This is an optimization exercise on Yosys and OpenROAD, whose aim is small area, a short achievable clock period and few clock cycles, not a production implementation. At most, simulation tests tie the RTL to the original design; equivalence was not proved. Power is estimated from default activity; no workload was simulated.

## apb_ram
module apb_ram (
  input presetn,
  input pclk,
  input psel,
  input penable,
  input pwrite,
  input [31:0] paddr, pwdata,
  output reg [31:0] prdata,
  output pready,
  output reg pslverr
);
Size in the first run: about 1,900 cells after synthesis, ~1,100 flip-flops, about 100 I/O pins, about 37,000 um2 of cells after synthesis.
clock: 2.6 ns
lec_check: 0
cap_margin: 20
core_margin: 2
core_utilization: 65
cts_buf_list: sky130_fd_sc_hd__clkbuf_8
cts_cluster_diameter: 100
cts_cluster_size: 12
setup_slack_margin: 0.8
slew_margin: 20
synth_hierarchical: 1
synth_minimum_keep_size: 0
standard.sh (not shown) runs the stock make flow with config.mk's settings and CLKGATE_MAP_FILE= SYNTH_SCRIPT=/design/flow/synth_recipe.tcl, a recipe that flattens the netlist after the stock synthesis.
==> flow/flow/run.sh <==
#!/bin/bash
# Standard ORFS layout (standard synthesis unchanged); only the port buffers
# differ: buf_2 instead of the default pick (a slow delay buffer).
set -euo pipefail
bash standard.sh "BUFFER_PORTS_ARGS=-buffer_cell sky130_fd_sc_hd__buf_2" finish > orfs_make.log 2>&1
Testbench counts at the start, summed over its fixed seeds: cycles 32,000.
Rerun with:
CORE_UTILIZATION = 60   (was 65)
SETUP_SLACK_MARGIN = 0.9   (was 0.8)
The changed run finished clean.
Sequential power is about the same.
Wire length is higher by a few percent.
Hold slack degrades by 0.016 ns.
Non-clock buffer count grows by 35.
Final area went up by a few percent.
Count of clock-buffer cells in the layout is higher by 1.

---

Setup of run a:
apb_ram, a different RTL version from the one above (not shown whole).
Size in the first run: about 1700 cells after synthesis, roughly 100 I/O pins, ~37000 um2 of cells after synthesis.
## apb_ram
module apb_ram (
  input presetn,
  input pclk,
  input psel,
  input penable,
  input pwrite,
  input [31:0] paddr, pwdata,
  output reg [31:0] prdata,
  output pready,
  output reg pslverr
);
  wire [31:0] mem [0:31];
  wire [4:0]  a   = paddr[4:0];
  wire        bad = |paddr[31:5];
  wire [31:0] wd  = pwdata & {32{presetn}};
  reg         wr_q;
  assign pready = penable;
  wire [31:0] oh;
  wire [31:0] rd;
  always @(posedge pclk) begin
    prdata  <= rd;
    pslverr <= bad;
    wr_q    <= psel & ~penable & pwrite & ~bad;
  end
  genvar i, j;
  generate
    for (i = 0; i < 32; i = i + 1) begin : g_word
      reg [31:0] q;
      assign oh[i] = (a == i);
      always @(posedge pclk)
        if (!presetn || (wr_q && oh[i]))
          q <= wd;
      assign mem[i] = q;
    end
    for (j = 0; j < 32; j = j + 1) begin : g_rd
      wire [31:0] col;
      wire [10:0] g;
      for (i = 0; i < 32; i = i + 1) begin : g_col
        assign col[i] = mem[i][j];
      end
      for (i = 0; i < 11; i = i + 1) begin : g_grp
        if (i < 10) begin : g3
          apb_ram_aoi3 u_aoi (.s(oh[3*i+2:3*i]), .d(col[3*i+2:3*i]), .y_n(g[i]));
        end else begin : g2
          apb_ram_aoi2 u_aoi (.s(oh[31:30]), .d(col[31:30]), .y_n(g[i]));
        end
      end
      apb_ram_nand11 u_or (.g_n(g), .y(rd[j]));
    end
  endgenerate
endmodule
Settings: LEC_CHECK=0, CAP_MARGIN=20, CORE_MARGIN=2, CORE_UTILIZATION=40, CTS_CLUSTER_DIAMETER=100, CTS_CLUSTER_SIZE=24, SETUP_SLACK_MARGIN=1.0, SLEW_MARGIN=20, SYNTH_HIERARCHICAL=1, SYNTH_MINIMUM_KEEP_SIZE=0; clock period 2.6 ns.
Scripts as last shown in full above: flow/flow/run.sh
Run a completed every stage of the flow, and the final layout passed the timing, DRC and antenna checks.
diff inputs: run a => run b
- clearing SETUP_SLACK_MARGIN, which used to be 1.0
==> flow/run.sh (new file) <==
#!/bin/bash
# synth_recipe.tcl (not shown) runs the flow's synth.tcl, then flattens the netlist and writes it again
# the make line also repeats each setting of config.mk as NAME=value (left out here)
make -C /OpenROAD-flow-scripts/flow DESIGN_CONFIG=/design/flow/config.mk WORK_HOME=/design/flow/orfs CLKGATE_MAP_FILE= SYNTH_SCRIPT=/design/flow/synth_recipe.tcl finish
removed: flow/flow/run.sh
removed: flow/standard.sh
## What came out
The flow completed for run b, but it is not clean: the layout still shows setup timing. [compare] base=run a new=run b: total power lost 2.7%, relative contribution of combinational cells to total power lost 2.2 points, reported combinational group power lost 25%, final instance area lost 3600 um2. Measured against run a, the number of non-clock buffers in the layout of run b comes out at 0.72 times the reference value.
Function was not checked in any run of this note: the RTL went through the layout flow alone.

---

apb_ram, a different RTL version from the one above (not shown whole).
Size in the first run: ~1100 flip-flops, roughly 100 I/O pins.
## apb_ram
module apb_ram (
  input presetn,
  input pclk,
  input psel,
  input penable,
  input pwrite,
  input [31:0] paddr, pwdata,
  output reg [31:0] prdata,
  output pready,
  output reg pslverr
);
  wire [31:0] mem [0:31];
  wire [4:0]  a   = paddr[4:0];
  wire        bad = |paddr[31:5];
  wire [31:0] wd  = pwdata & {32{presetn}};
  reg         wr_q;
  assign pready = penable;
  wire [31:0] oh;
  wire [7:0]  oh8;
  wire [31:0] rd;
  always @(posedge pclk) begin
    prdata  <= rd;
    pslverr <= bad;
    wr_q    <= psel & ~penable & pwrite & ~bad;
  end
  genvar i, j;
  generate
    for (i = 0; i < 32; i = i + 1) begin : g_word
      reg [31:0] q;
      assign oh[i] = (a == i);
      always @(posedge pclk)
        if (!presetn || (wr_q && oh[i]))
          q <= wd;
      assign mem[i] = q;
    end
    for (i = 0; i < 8; i = i + 1) begin : g_oh8
      assign oh8[i] = (a[4:2] == i);
    end
    for (j = 0; j < 32; j = j + 1) begin : g_rd
      wire [7:0] m;
      wire [2:0] g;
      for (i = 0; i < 8; i = i + 1) begin : g_l1
        apb_ram_mux4 u_mux (.s(a[1:0]),
                            .d({mem[4*i+3][j], mem[4*i+2][j], mem[4*i+1][j], mem[4*i][j]}),
                            .y(m[i]));
      end
      apb_ram_aoi3 u_aoi0 (.s(oh8[2:0]), .d(m[2:0]), .y_n(g[0]));
      apb_ram_aoi3 u_aoi1 (.s(oh8[5:3]), .d(m[5:3]), .y_n(g[1]));
      apb_ram_aoi2 u_aoi2 (.s(oh8[7:6]), .d(m[7:6]), .y_n(g[2]));
  ...
clock: 2.6 ns
lec_check: 0
cap_margin: 20
core_margin: 2
core_utilization: 60
cts_cluster_diameter: 100
cts_cluster_size: 24
setup_slack_margin: 0.6
slew_margin: 20
synth_hierarchical: 1
synth_minimum_keep_size: 0
==> flow/flow/run.sh <==
#!/bin/bash
# Standard ORFS layout (standard synthesis unchanged); only the port buffers
# differ: buf_2 instead of the default pick (a slow delay buffer).
set -euo pipefail
bash standard.sh "BUFFER_PORTS_ARGS=-buffer_cell sky130_fd_sc_hd__buf_2" finish > orfs_make.log 2>&1
Testbench counts at the start, summed over its fixed seeds: cycles 32,000.
Change:
- CORE_UTILIZATION: 60 -> 75
- SETUP_SLACK_MARGIN: 0.6 -> 0.7
Effect: The new run aborted during clock tree synthesis; synthesized area is unchanged; synthesized cell count is unchanged.
Change:
- CORE_UTILIZATION: 75 -> 40
- SETUP_SLACK_MARGIN: 0.7 -> default
What happened: The new run completed with no timing, DRC or antenna violations; synthesized area is unchanged; synthesized cell count is unchanged.

---

== build 13 ==
Starting RTL as in the previous note.
// apb_ram
module apb_ram (
  input presetn,
  input pclk,
  input psel,
  input penable,
  input pwrite,
  input [31:0] paddr, pwdata,
  output reg [31:0] prdata,
  output pready,
  output reg pslverr
);
clock: 2.6 ns
lec_check: 0
cap_margin: 20
core_margin: 2
core_utilization: 40
cts_cluster_diameter: 100
cts_cluster_size: 24
setup_slack_margin: 0.7
slew_margin: 20
synth_hierarchical: 1
synth_minimum_keep_size: 0
Scripts as last shown in full above: flow/flow/run.sh
Testbench counts of build 13, summed over its fixed seeds: cycles 32,000.
#### Input delta (build 54 over build 13)
# build 13
export LEC_CHECK = 0
export CAP_MARGIN = 20
export CORE_MARGIN = 2
export CORE_UTILIZATION = 40
export CTS_CLUSTER_DIAMETER = 100
export CTS_CLUSTER_SIZE = 24
export SETUP_SLACK_MARGIN = 0.7
export SLEW_MARGIN = 20
export SYNTH_HIERARCHICAL = 1
export SYNTH_MINIMUM_KEEP_SIZE = 0
create_clock -name core_clock -period 2.6 [get_ports {pclk}]
# build 54
export LEC_CHECK = 0
export CAP_MARGIN = 20
export CORE_MARGIN = 2
export CORE_UTILIZATION = 60
export CTS_CLUSTER_DIAMETER = 100
export CTS_CLUSTER_SIZE = 24
export SETUP_SLACK_MARGIN = 0.7
export SLEW_MARGIN = 20
export SYNTH_HIERARCHICAL = 1
export SYNTH_MINIMUM_KEEP_SIZE = 0
create_clock -name core_clock -period 2.6 [get_ports {pclk}]
Findings:
- In summary, build 54 completed successfully, with a layout that passed the timing, DRC and antenna checks.
- Final cell area: build 54 below build 13
- Number of filler instances in the final layout went down by more than half going from build 13 to build 54.
- The run showing the smaller number of cell rows is build 54.
- The maximum clock frequency of build 54 is higher than that of build 13.
- Compared with build 13, in build 54 utilization of the core after routing increased 23 points; sequential share of layout area increased 0.87 points; final cell count decreased about 14%; global-route usage increased 8.8 points.
- Row global-route wire length before repair: build 54 lower / build 13 higher
- On setup slack, build 54 does better than build 13.
[inputs] build 94 vs build 54
# build 54
export LEC_CHECK = 0
export CAP_MARGIN = 20
export CORE_MARGIN = 2
export CORE_UTILIZATION = 60
export CTS_CLUSTER_DIAMETER = 100
export CTS_CLUSTER_SIZE = 24
export SETUP_SLACK_MARGIN = 0.7
export SLEW_MARGIN = 20
export SYNTH_HIERARCHICAL = 1
export SYNTH_MINIMUM_KEEP_SIZE = 0
create_clock -name core_clock -period 2.6 [get_ports {pclk}]
# build 94
export LEC_CHECK = 0
export CAP_MARGIN = 20
export CORE_MARGIN = 2
export CORE_UTILIZATION = 65
export CTS_CLUSTER_DIAMETER = 100
export CTS_CLUSTER_SIZE = 24
export SETUP_SLACK_MARGIN = 0.7
export SLEW_MARGIN = 20
export SYNTH_HIERARCHICAL = 1
export SYNTH_MINIMUM_KEEP_SIZE = 0
create_clock -name core_clock -period 2.6 [get_ports {pclk}]
==> comparison <==
- Build 94 went all the way through synthesis, placement and routing and the layout is clean on timing, DRC and antenna.
- Max chip width across build 54 and build 94: build 54
- | area overhead of the layout relative to synthesis | build 94 vs build 54 | 1.0 points lower |
- Build 54 reports its uppermost layer routed as met4 while build 94 reports met5.
- Between build 54 and build 94, the difference in total design power is negligible.
- In the reports for build 54 and build 94, the larger post-layout minimum cycle time belongs to build 94.
- Taking build 54 as the reference point, the routed wire length of build 94 falls by 3300 um.
- On final weighted congestion of routability-driven global placement: build 94 sits below build 54.
- In the flow results for build 54 and build 94, the starting density of the core is smaller on build 54.

---

apb_ram, a different RTL version from the one above (not shown whole).
Size: about 2,000 cells after synthesis.
make LEC_CHECK=0 CAP_MARGIN=20 CORE_MARGIN=2 CORE_UTILIZATION=40 CTS_CLUSTER_DIAMETER=100 CTS_CLUSTER_SIZE=32 SLEW_MARGIN=20 finish   # period 2.6 ns
run.sh (not shown) runs the stock make flow with config.mk's settings and CLKGATE_MAP_FILE= SYNTH_SCRIPT=/design/flow/synth_recipe.tcl, a recipe that flattens the netlist after the stock synthesis.
Stock flow here: none of the scripts above is used.
Change:
CTS_CLUSTER_DIAMETER = unset   (was 100)
CTS_CLUSTER_SIZE = unset   (was 32)
SETUP_SLACK_MARGIN = 0.5   (was unset)
The changed run finished with timing, DRC and antenna clean. Maximum frequency came out lower by about 3%. Synthesized area does not change. Power came out higher by about 22%. Combinational power came out higher by about 12%. Final area came out higher by about 9%. Cell count came out higher by about 5.5%. Core utilization came out higher by 4.0 points. Hold slack got worse by 66 ps.
Change:
SETUP_SLACK_MARGIN = unset   (was 0.5)
What happened:
- The changed run ran to the end with no violations
- via count shrinks by a few percent
- synthesized cell count does not change
- hold slack improved by 14 ps
- die area stays the same
Function was not checked in any run of this note: the RTL went through the layout flow alone.

---

== v39 ==
apb_ram with an RTL version that a note above also has.
Size in the first run: roughly 1,900 cells after synthesis, roughly 100 I/O pins, about 37,000 um^2 of cells after synthesis.
Settings: LEC_CHECK=0, CAP_MARGIN=20, CORE_MARGIN=2, CORE_UTILIZATION=60, CTS_BUF_LIST=sky130_fd_sc_hd__clkbuf_4 sky130_fd_sc_hd__clkbuf_8, CTS_CLUSTER_DIAMETER=100, CTS_CLUSTER_SIZE=8, SETUP_SLACK_MARGIN=0.8, SLEW_MARGIN=20, SYNTH_HIERARCHICAL=1, SYNTH_MINIMUM_KEEP_SIZE=0; clock period 2.6 ns.
standard.sh (not shown) runs the stock make flow with config.mk's settings and CLKGATE_MAP_FILE= SYNTH_SCRIPT=/design/flow/synth_recipe.tcl, a recipe that flattens the netlist after the stock synthesis.
Scripts as last shown in full above: flow/flow/run.sh
Testbench counts of v39, summed over its fixed seeds: cycles 32,000.
Input changes introduced in v5 (baseline for comparison: v39):
-- flow/config.mk --
<<< v39, line 9
export CORE_MARGIN = 2
export CORE_UTILIZATION = 60
export CTS_BUF_LIST = sky130_fd_sc_hd__clkbuf_4 sky130_fd_sc_hd__clkbuf_8
export CTS_CLUSTER_DIAMETER = 100
export CTS_CLUSTER_SIZE = 8
export SETUP_SLACK_MARGIN = 0.8
export SLEW_MARGIN = 20
>>> v5, line 9
export CORE_MARGIN = 2
export CORE_UTILIZATION = 60
export CTS_BUF_LIST = sky130_fd_sc_hd__clkbuf_8
export CTS_CLUSTER_DIAMETER = 100
export CTS_CLUSTER_SIZE = 12
export SETUP_SLACK_MARGIN = 0.8
export SLEW_MARGIN = 20
Findings:
v5 ran to completion and came out clean on the timing, DRC and antenna checks. | area of all placed cells without fillers | lower: v5 |. Of v5 and v39, v5 shows the lower combinational power, with v39 above it. Number of buffers inserted for hold repair after clock tree synthesis: v5 < v39. Run comparison: v39 cell type of the slowest stage on the worst timing path sky130_fd_sc_hd__dlygate4sd3_1; v5 cell type of the slowest stage on the worst timing path sky130_fd_sc_hd__dfxtp_4. Delta (v5 minus v39): count of clock-buffer cells in the layout decreased 144; cell count dropped 2.8%.
Setup changes, v5 to v49
-- flow/config.mk --
<<< v5, line 12
export CTS_CLUSTER_DIAMETER = 100
export CTS_CLUSTER_SIZE = 12
export SETUP_SLACK_MARGIN = 0.8
export SLEW_MARGIN = 20
export SYNTH_HIERARCHICAL = 1
>>> v49, line 12
export CTS_CLUSTER_DIAMETER = 100
export CTS_CLUSTER_SIZE = 12
export SETUP_SLACK_MARGIN = 0.7
export SLEW_MARGIN = 20
export SYNTH_HIERARCHICAL = 1
## What came out
From v5 to v49 the numbers moved as follows: register share of the cell area decreased 0.34 points; fraction of met2 tracks used by global routing went down; worst path setup slack after routing shrank by 0.088 ns; count of clock-buffer cells in the layout went up 1.
The source-to-sink clock delay at the later pin of the worst-skew pair of v49 falls short of that of v5 by 0.02 ns.
The run with more routed wire is v49, not v5.
v49: full flow OK, the timing, DRC and antenna checks passed
v5 ended up with flop to primary output as its critical path class; v49 ended up with flop to flop.

---

## job 8793
Another version of the RTL of apb_ram (not shown whole).
Size in the first run: ~2100 cells after synthesis, ~100 I/O pins.
clock: 2.6 ns
lec_check: 0
cap_margin: 20
core_margin: 2
core_utilization: 60
cts_buf_list: sky130_fd_sc_hd__clkbuf_8
cts_cluster_diameter: 100
cts_cluster_size: 16
setup_slack_margin: 0.8
slew_margin: 20
synth_hierarchical: 1
synth_minimum_keep_size: 0
Scripts as last shown in full above: flow/flow/run.sh
Testbench counts of job 8793, summed over its fixed seeds: cycles 32,000.
#### Input delta (job 2800 over job 8793)
diff --git a/flow/config.mk b/flow/config.mk
--- a/flow/config.mk
+++ b/flow/config.mk
@@ -11 +10,0 @@
-export CTS_BUF_LIST = sky130_fd_sc_hd__clkbuf_8
@@ -13 +12 @@
-export CTS_CLUSTER_SIZE = 16
+export CTS_CLUSTER_SIZE = 24
--- outcome ---
- Against job 8793, overall power consumption in job 2800 rose by a few percent.
- Looking only at amount of wire on met2 after detailed routing, and setting everything else aside, the lower value of job 8793 and job 2800 goes to job 8793.
- Taking job 8793 as the reference, in job 2800 setup slack fell 0.076 ns, wire length of the first global-routing pass now sits at about the same level, static power due to leakage dropped about 0.8%, minimum setup slack among reg-to-reg paths went down by 0.08 ns.
- Filler-free cell count of the finished design is higher on job 8793
[inputs] job 621 vs job 2800
diff --git a/flow/config.mk b/flow/config.mk
--- a/flow/config.mk
+++ b/flow/config.mk
@@ -10,0 +11 @@
+export CTS_BUF_LIST = sky130_fd_sc_hd__clkbuf_8
@@ -12 +13 @@
-export CTS_CLUSTER_SIZE = 24
+export CTS_CLUSTER_SIZE = 12
==> results.txt <==
Diff job 2800 -> job 621: met1 wire length shows a reduction of 790 um; non-clock buffer count -3.0%. Sequential share of cell area: job 2800 vs job 621 — no meaningful difference. | final design instance area without fill | job 2800 vs job 621 | ≈ equal |. Minimum setup slack in the final design up 0.046 ns in job 621 wrt job 2800. Between job 2800 and job 621, the utilization after layout does not differ in any meaningful way. Job 621 -> job 2800: number of ports placed on the die boundary delta 0, exact match. Per the comparison of job 621 with job 2800, combinational power lost about 1%; sequential cell area neither gained nor lost much; multi-input gate share of total cell area neither gained nor lost much.

==> static timing again, ports no longer ideal <==
Ports are ideal in the flow. The routed layouts listed here were re-timed in OpenROAD. Step 1 assumes that a clkbuf_16 drives the clock port and a buf_2 every other input. Step 2 adds t to the input delays and takes it off the output delays; t is the mean of the earliest and latest rising clock arrival at the registers after step 1. Input paths then give back, and output paths get back, about the clock's delay inside the block. Slacks: no drivers / after step 1 / after step 2; pairs: no drivers / after step 1.
| run | shift t [ns] | slack for setup (ns) | worst register clock-pin slew, ns |
|---|---|---|---|
| the first run of note 1 | 0.776 | 0.794 / 0.737 / 0.035 | 0.09 / 0.09 |
| the second run of note 1 | 0.776 | 0.806 / 0.786 / 0.172 | 0.10 / 0.10 |
| run a | 0.696 | 0.513 / 0.507 / -0.189 | 0.11 / 0.11 |
| run b | 0.695 | -0.041 / -0.040 / -0.735 | 0.10 / 0.10 |
| the first run of note 3 | 0.684 | 0.613 / 0.613 / 0.035 | 0.10 / 0.10 |
| the third run of note 3 | 0.696 | 0.509 / 0.509 / -0.135 | 0.10 / 0.10 |
| build 13 | 0.691 | 0.732 / 0.608 / -0.083 | 0.10 / 0.10 |
| build 54 | 0.695 | 0.745 / 0.745 / 0.098 | 0.10 / 0.10 |
| build 94 | 0.693 | 0.679 / 0.721 / 0.028 | 0.10 / 0.10 |
| the first run of note 5 | 0.663 | 0.444 / 0.378 / -0.073 | 0.12 / 0.12 |
| the second run of note 5 | 0.722 | 0.380 / 0.380 / -0.263 | 0.07 / 0.07 |
| the third run of note 5 | 0.724 | 0.425 / 0.358 / -0.095 | 0.07 / 0.07 |
| v39 | 0.872 | 0.723 / 0.701 / -0.108 | 0.07 / 0.07 |
| v5 | 0.787 | 0.847 / 0.784 / 0.132 | 0.09 / 0.09 |
| v49 | 0.768 | 0.759 / 0.713 / 0.240 | 0.09 / 0.09 |
| job 8793 | 0.734 | 0.821 / 0.806 / 0.135 | 0.12 / 0.12 |
| job 2800 | 0.683 | 0.745 / 0.745 / 0.142 | 0.10 / 0.10 |
| job 621 | 0.762 | 0.791 / 0.785 / 0.184 | 0.09 / 0.09 |
With both steps, setup timing fails in 7 of these runs, where it was met with ideal ports. For v39, which loses most, drivers alone change the setup slack by -0.022 ns; drivers and shift together by -0.831 ns.
